This design comes from an exercise in tuning for small area on the open sky130 flow, not from production work. Only simulation tests tie the RTL to the original design; equivalence was not proved. No activity file was given, so power comes from the tool's default toggle rates.

Design SYS_CORE, start of the top module:
module SYS_CORE (
    input  wire       i_clk,
    input  wire       i_rst_n,
    input  wire [7:0] i_rx_data,
    input  wire       i_rx_valid,
    input  wire       i_fifo_full,
    output wire [7:0] o_tx_data,
    output wire       o_tx_valid,
    output wire [7:0] o_uart_cfg,
    output wire [7:0] o_div_ratio,
    output wire [5:0] o_rx_div);
Size: ~43 I/O pins.
export LEC_CHECK = 0
export ABC_AREA = 1
export CAP_MARGIN = 20
export CORE_MARGIN = 2
export CORE_UTILIZATION = 40
export SLEW_MARGIN = 20
create_clock -name core_clock -period 30.0 [get_ports {i_clk}]
standard.sh (not shown) runs the stock make flow with config.mk's settings and CLKGATE_MAP_FILE= SYNTH_SCRIPT=/design/flow/synth_recipe.tcl, a recipe that flattens the netlist after the stock synthesis.
==> flow/flow/run.sh <==
#!/bin/bash
# The standard layout (standard.sh) with changes that only affect how the
# combinational logic is mapped and how large the cells are:
#  - synthesis runs flow/synth.tcl: synth_recipe.tcl with an area-oriented ABC
#    script (flow/abc_area.script); registers are mapped as in the standard
#    synthesis;
#  - every input and output port still gets its own buffer, but a buf_1;
#  - after floorplan, combinational cells are swapped for the smallest cell
#    of the same function (flow/downsize.tcl); later repair steps fix slew/cap;
#  - CTS builds the clock tree from clkbuf_8 cells, without dummy loads.
# The full make output goes to standard.log in the work folder.
set -euo pipefail
here=$(pwd)
export FLOW_ABC_SCRIPT="$here/flow/abc_area.script"
export BUFFER_PORTS_ARGS="-buffer_cell sky130_fd_sc_hd__buf_1"
export POST_FLOORPLAN_TCL="$here/flow/downsize.tcl"
export CTS_ARGS="-sink_clustering_enable -repair_clock_nets -dont_use_dummy_load -sink_clustering_size 30 -sink_clustering_max_diameter 200 -buf_list sky130_fd_sc_hd__clkbuf_16"
bash standard.sh finish SYNTH_SCRIPT="$here/flow/synth.tcl" > standard.log 2>&1
Other scripts of this flow, unchanged in this note and not shown: flow/flow/abc_area.script, flow/flow/downsize.tcl, flow/flow/synth.tcl
The baseline finished with timing, DRC and antenna clean.
Rerun with:
--- a/flow/flow/run.sh
+++ b/flow/flow/run.sh
@@ -16,3 +16,3 @@
 export POST_FLOORPLAN_TCL="$here/flow/downsize.tcl"
-export CTS_ARGS="-sink_clustering_enable -repair_clock_nets -dont_use_dummy_load -sink_clustering_size 30 -sink_clustering_max_diameter 200 -buf_list sky130_fd_sc_hd__clkbuf_16"
+export CTS_ARGS="-sink_clustering_enable -repair_clock_nets -dont_use_dummy_load -buf_list sky130_fd_sc_hd__clkbuf_8"
 bash standard.sh finish SYNTH_SCRIPT="$here/flow/synth.tcl" > standard.log 2>&1
Result: Worst setup slack does not change; die area stays the same; critical path depth does not change; count of clock-buffer cells in the layout is unchanged.


The RTL this note starts from:
==> flow/design.v <==
module SYS_CTRL (
    input  wire       CLK,
    input  wire       RST,
    input  wire [7:0] RX_P_Data,
    input  wire       RX_D_VLD,
    input  wire       FIFO_FULL,
    input  wire [7:0] RdData,
    input  wire [7:0] ALU_LO,
    input  wire [7:0] ALU_HI,
    output reg  [3:0] Addr,        
    output wire [7:0] WrEn,
    output wire       Clear,
    output wire       Step,
    output wire [2:0] Cnt,
    output wire [7:0] TX_P_Data,
    output wire       TX_D_VLD,
    output wire       Init);       
  localparam S_INIT = 5'b01111,    
             S_IDLE = 5'b00000,
             S_WA   = 5'b00001,    
             S_WD   = 5'b00010,    
             S_RA   = 5'b00011,    
             S_RO   = 5'b00100,    
             S_CA   = 5'b00101,    
             S_CB   = 5'b00110,    
             S_CF   = 5'b00111,    
             S_O1   = 5'b01000,    
             S_O2   = 5'b01001;    
  reg [4:0] st, nx;
  always @(*) begin
    nx = st;
    case (st)
      S_IDLE: if (RX_D_VLD)
                case (RX_P_Data)
                  8'hAA: nx = S_WA;
                  8'hBB: nx = S_RA;
                  8'hCC: nx = S_CA;
                  8'hDD: nx = S_CF;
                  default: nx = S_IDLE;
                endcase
      S_WA:   if (RX_D_VLD) nx = S_WD;
      S_WD:   if (RX_D_VLD) nx = S_IDLE;
      S_RA:   if (RX_D_VLD) nx = S_RO;
      S_RO:   if (!FIFO_FULL) nx = S_IDLE;
      S_CA:   if (RX_D_VLD) nx = S_CB;
      S_CB:   if (RX_D_VLD) nx = S_CF;
      S_CF:   if (RX_D_VLD) nx = 5'b11000;
      S_O1:   if (!FIFO_FULL) nx = S_O2;
      S_O2:   if (!FIFO_FULL) nx = S_IDLE;
      S_INIT: nx = S_IDLE;
      default:
        if (st[4:3] == 2'b11) nx = (st[2:0] == 3'd7) ? S_O1 : {2'b11, st[2] ^ (st[1] & st[0]), st[1] ^ st[0], ~st[0]};
        else nx = S_IDLE;
    endcase
  end
  always @(posedge CLK or negedge RST)
    if (!RST) st <= S_INIT;
    else      st <= nx;
  wire take_addr = RX_D_VLD & ((st == S_WA) | (st == S_RA) | (st == S_CF));
  always @(posedge CLK)
    if (take_addr) Addr <= RX_P_Data[3:0];
  wire wd = RX_D_VLD & (st == S_WD) & ~Addr[3];
  genvar k;
  generate for (k = 0; k < 8; k = k + 1) begin : g_we
    if (k == 0)      assign WrEn[k] = (wd & (Addr[2:0] == k)) | (RX_D_VLD & (st == S_CA));
    else if (k == 1) assign WrEn[k] = (wd & (Addr[2:0] == k)) | (RX_D_VLD & (st == S_CB));
    else             assign WrEn[k] =  wd & (Addr[2:0] == k);
  end endgenerate
  assign Clear = (st == S_CF);
  assign Init  = (st == S_INIT);
  assign Step  = (st[4:3] == 2'b11);
  assign Cnt   = st[2:0];
  assign TX_D_VLD  = ~FIFO_FULL & ((st == S_RO) | (st == S_O1) | (st == S_O2));
  assign TX_P_Data = (st == S_RO) ? RdData : (st == S_O1) ? ALU_LO : ALU_HI;
endmodule
module ALU (
    input  wire       CLK,
    input  wire       Clear,      
    input  wire       Step,       
    input  wire [2:0] Cnt,        
    input  wire [3:0] FUN,
    input  wire [7:0] A,
    input  wire [7:0] B,
    output reg  [7:0] LO,         
    output reg  [7:0] HI);        
  reg [7:0] H, L;
  wire add   = (FUN == 4'd0);
  wire mul   = (FUN == 4'd2);
  wire div   = (FUN == 4'd3);
  wire subt  = (FUN == 4'd1) | (FUN[3:2] == 2'b10);
  wire lgc   = (FUN[3:2] == 2'b01);
  wire shift = (FUN[3:2] == 2'b11);
  wire shl   = shift & FUN[0];
  wire shr   = shift & ~FUN[0];
  wire right = ~(div | shr);
  wire first = (Cnt == 3'd0);
  wire [2:0] idx = right ? Cnt : ~Cnt;
  wire       b   = B[idx];
  wire       a   = (shift & FUN[1]) ? b : A[idx];
  wire       useB = mul ? a : (add | subt) ? first : div;
  wire [7:0] Yl   = ((B ^ {8{div}}) & {8{useB}}) | {6'd0, shl & a, 1'b0};
  wire [8:0] X    = right ? {1'b0, H} : {H, a};
  wire       f    = FUN[1] ^ (FUN[0] ? (a | b) : (a & b));
  wire       cin  = div | (add & a) | (subt & ~a) | (lgc & f);
  wire [8:0] Y = {div, Yl};
  wire [9:0] c;
  wire [8:0] s;
  assign c[0] = cin;
  genvar i;
  generate for (i = 0; i < 9; i = i + 1) begin : g_add
    assign s[i]   = X[i] ^ Y[i] ^ c[i];
    assign c[i+1] = (X[i] & Y[i]) | (c[i] & (X[i] ^ Y[i]));
  end endgenerate
  always @(posedge CLK) begin
    if (Clear)
      H <= 8'h00;
    else if (Step) begin
      if (right) begin
        H <= s[8:1];
        L <= {s[0] ^ subt, L[7:1]};
      end else begin
        H <= (div & s[8]) ? X[7:0] : s[7:0];
        L <= {L[6:0], div ? ~s[8] : H[0]};
      end
    end
  end
  wire bz = (B == 8'd0);
  wire eq = (L == 8'd0);
  wire lt = H[0];
  always @(*) begin
    case (FUN)
      4'd3:    LO = bz ? 8'h00 : L;
      4'd8:    LO = 8'h00;
      4'd9:    LO = {7'd0, eq};
      4'd10:   LO = {6'd0, ~lt & ~eq, 1'b0};
      4'd11:   LO = {6'd0, lt, lt};
      default: LO = L;
    endcase
    case (FUN)
      4'd0, 4'd2, 4'd13, 4'd15: HI = H;
      4'd1:        HI = {8{lt}};
      4'd6, 4'd7:  HI = 8'hFF;
      default:     HI = 8'h00;
    endcase
  end
endmodule
module RegFile (
    input  wire       CLK,
    input  wire       RST,
    input  wire       Init,       
    input  wire [7:0] WrEn,       
    input  wire [7:0] WrData,
    input  wire [3:0] Address,    
    output wire [7:0] REG0,
    output wire [7:0] REG1,
    output wire [7:0] REG2,
    output wire [7:0] REG3,
    output wire [7:0] RdData);
  reg [7:0] r0, r1, r2, r3, r4, r5, r6, r7;
  wire [7:0] wd = WrData & {8{~Init}};
  always @(posedge CLK or negedge RST)
    if (!RST) begin
      r2 <= 8'h81;
      r3 <= 8'h20;
    end else begin
      if (WrEn[2]) r2 <= WrData;
      if (WrEn[3]) r3 <= WrData;
    end
  always @(posedge CLK) begin
    if (WrEn[0] | Init) r0 <= wd;
    if (WrEn[1] | Init) r1 <= wd;
    if (WrEn[4] | Init) r4 <= wd;
    if (WrEn[5] | Init) r5 <= wd;
    if (WrEn[6] | Init) r6 <= wd;
    if (WrEn[7] | Init) r7 <= wd;
  end
  reg [7:0] rd;
  always @(*)
    case (Address)
      4'd0: rd = r0;
      4'd1: rd = r1;
      4'd2: rd = r2;
      4'd3: rd = r3;
      4'd4: rd = r4;
      4'd5: rd = r5;
      4'd6: rd = r6;
      4'd7: rd = r7;
      default: rd = 8'h00;
    endcase
  assign REG0 = r0;
  assign REG1 = r1;
  assign REG2 = r2;
  assign REG3 = r3;
  assign RdData = rd;
endmodule
module SYS_CORE (
    input  wire       i_clk,
    input  wire       i_rst_n,
    input  wire [7:0] i_rx_data,
    input  wire       i_rx_valid,
    input  wire       i_fifo_full,
    output wire [7:0] o_tx_data,
    output wire       o_tx_valid,
    output wire [7:0] o_uart_cfg,
    output wire [7:0] o_div_ratio,
    output wire [5:0] o_rx_div);
  wire [3:0] addr;
  wire [7:0] wren, rd, reg0, reg1, lo, hi;
  wire       clear, step, init;
  wire [2:0] cnt;
  SYS_CTRL U0_SYS_CTRL (
    .CLK(i_clk), .RST(i_rst_n), .RX_P_Data(i_rx_data), .RX_D_VLD(i_rx_valid),
    .FIFO_FULL(i_fifo_full), .RdData(rd), .ALU_LO(lo), .ALU_HI(hi),
    .Addr(addr), .WrEn(wren), .Clear(clear), .Step(step), .Cnt(cnt),
    .TX_P_Data(o_tx_data), .TX_D_VLD(o_tx_valid), .Init(init));
  ALU U0_ALU (
    .CLK(i_clk), .Clear(clear), .Step(step), .Cnt(cnt), .FUN(addr),
    .A(reg0), .B(reg1), .LO(lo), .HI(hi));
  RegFile U0_RegFile (
    .CLK(i_clk), .RST(i_rst_n), .Init(init), .WrEn(wren), .WrData(i_rx_data), .Address(addr),
    .REG0(reg0), .REG1(reg1), .REG2(o_uart_cfg), .REG3(o_div_ratio), .RdData(rd));
  wire [5:0] pre = o_uart_cfg[7:2];
  assign o_rx_div = (pre == 6'd8) ? 6'd4 : (pre == 6'd16) ? 6'd2 : 6'd1;
endmodule
==> flow/config.mk <==
export PLATFORM = sky130hd
export DESIGN_NAME = SYS_CORE
export DESIGN_NICKNAME = SYS_CORE
export VERILOG_FILES = /design/flow/design.v
export SDC_FILE = /design/flow/constraint.sdc
export NUM_CORES = 4
export LEC_CHECK = 0
export ABC_AREA = 1
export CAP_MARGIN = 20
export CORE_MARGIN = 2
export CORE_UTILIZATION = 40
export SLEW_MARGIN = 20
==> flow/constraint.sdc <==
create_clock -name core_clock -period 30.0 [get_ports {i_clk}]
set_input_delay 6.0000 -clock core_clock [delete_from_list [all_inputs] [get_ports {i_clk}]]
set_output_delay 6.0000 -clock core_clock [all_outputs]
set_load 0.01 [all_outputs]
==> flow/flow/run.sh <==
#!/bin/bash
# The standard layout (standard.sh) with changes that only affect how the
# combinational logic is mapped and how large the cells are:
#  - synthesis runs flow/synth.tcl: synth_recipe.tcl with an area-oriented ABC
#    script (flow/abc_area.script); registers are mapped as in the standard
#    synthesis;
#  - every input and output port still gets its own buffer, but a buf_1;
#  - after floorplan, combinational cells are swapped for the smallest cell
#    of the same function (flow/downsize.tcl); later repair steps fix slew/cap;
#  - CTS builds the clock tree from clkbuf_8 cells, without dummy loads.
# The full make output goes to standard.log in the work folder.
set -euo pipefail
here=$(pwd)
export FLOW_ABC_SCRIPT="$here/flow/abc_area.script"
export BUFFER_PORTS_ARGS="-buffer_cell sky130_fd_sc_hd__buf_1"
export POST_FLOORPLAN_TCL="$here/flow/downsize.tcl"
export CTS_ARGS="-sink_clustering_enable -repair_clock_nets -dont_use_dummy_load -sink_clustering_size 24 -sink_clustering_max_diameter 150 -buf_list sky130_fd_sc_hd__clkbuf_8"
bash standard.sh finish SYNTH_SCRIPT="$here/flow/synth.tcl" > standard.log 2>&1
==> flow/flow/abc_area.script <==
strash
dch -f
amap
mfs -a
strash
dch -f
amap
topo
dnsize -c
==> flow/flow/synth.tcl <==
# The standard flow's synthesis script (synth_recipe.tcl) with one change: Yosys's abc
# call for the combinational logic runs flow/abc_area.script (area-oriented
# mapping with amap and don't-care optimisation) instead of ORFS's script.
# Flip-flops are mapped before abc, so registers, their names and cell types
# are those of the standard synthesis.
proc synth {args} { yosys synth -nofsm -noshare {*}$args }
proc abc {args} {
  set i [lsearch $args -script]
  if {$i >= 0} { lset args [expr {$i + 1}] $::env(FLOW_ABC_SCRIPT) }
  yosys abc {*}$args
}
source $::env(SCRIPTS_DIR)/synth.tcl
# left out here: clear keep_hierarchy, flatten, clean up, hide names made inside functions, write 1_2_yosys.v
Other scripts of this flow, unchanged in this note and not shown: flow/flow/downsize.tcl
The starting point completed with no timing, DRC or antenna violations.
==> next run, changes <==
==> flow/flow/run.sh (replaced) <==
#!/bin/bash
# Standard ORFS layout (standard.sh, unchanged synthesis) with three changes
# that only affect cell sizes:
#  - every input and output port still gets its own buffer, but a buf_1;
#  - after floorplan, combinational cells are swapped for the smallest cell
#    of the same function (flow/downsize.tcl); later repair steps fix slew/cap;
#  - CTS builds the clock tree from clkbuf_8 cells, without dummy loads.
# The full make output goes to standard.log in the work folder.
set -euo pipefail
here=$(pwd)
export BUFFER_PORTS_ARGS="-buffer_cell sky130_fd_sc_hd__buf_1"
export POST_FLOORPLAN_TCL="$here/flow/downsize.tcl"
export CTS_ARGS="-sink_clustering_enable -repair_clock_nets -dont_use_dummy_load -buf_list sky130_fd_sc_hd__clkbuf_8"
bash standard.sh finish > standard.log 2>&1
removed: flow/flow/abc_area.script
removed: flow/flow/synth.tcl
The changed run went through all stages and came out clean.
Utilization is lower by 1.3 points.
Clock power came out higher by about 1%.
Non-clock buffer count is unchanged.
Via count climbs by 15%.
Clock skew is about the same.
Global-route usage is lower by 0.31 points.
Design area increases by 8.3%.
Area after synthesis increases by 13%.
Worst setup slack degrades by 0.024 ns.
Die area climbs by 12%.
Wire length goes up by 11%.

[re-timing with driven ports]
Ports are ideal in the flow. The routed layouts listed here were re-timed in OpenROAD.
Step 1 (the two cells are an assumption about what drives the block):
set clk [get_ports {i_clk}]
set_driving_cell -lib_cell sky130_fd_sc_hd__clkbuf_16 $clk
set_driving_cell -lib_cell sky130_fd_sc_hd__buf_2 [delete_from_list [all_inputs] $clk]
Step 2 also shifts input and output timing later by t, the mid clock arrival at the registers, as if the neighbouring blocks saw the same clock.
Slacks: ideal ports / drivers / drivers and shift; pairs: ideal ports / drivers.
| run | t (ns) | setup WS [ns] | worst slew at a driven data input, ns | cell pins on the clock port's net |
|---|---|---|---|---|
| the first run of note 1 | 0.366 | 17.676 / 17.657 / 17.657 | 0.03 | 1 |
| the second run of note 1 | 0.379 | 17.676 / 17.657 / 17.657 | 0.03 | 1 |
| the first run of note 2 | 0.379 | 17.676 / 17.657 / 17.657 | 0.03 | 1 |
| the second run of note 2 | 0.401 | 17.652 / 17.631 / 17.631 | 0.04 | 1 |
After both steps setup and hold are still met in every run listed. The setup slack of the second run of note 2, which loses most, moves by -0.021 ns with the drivers and by -0.021 ns with both steps.
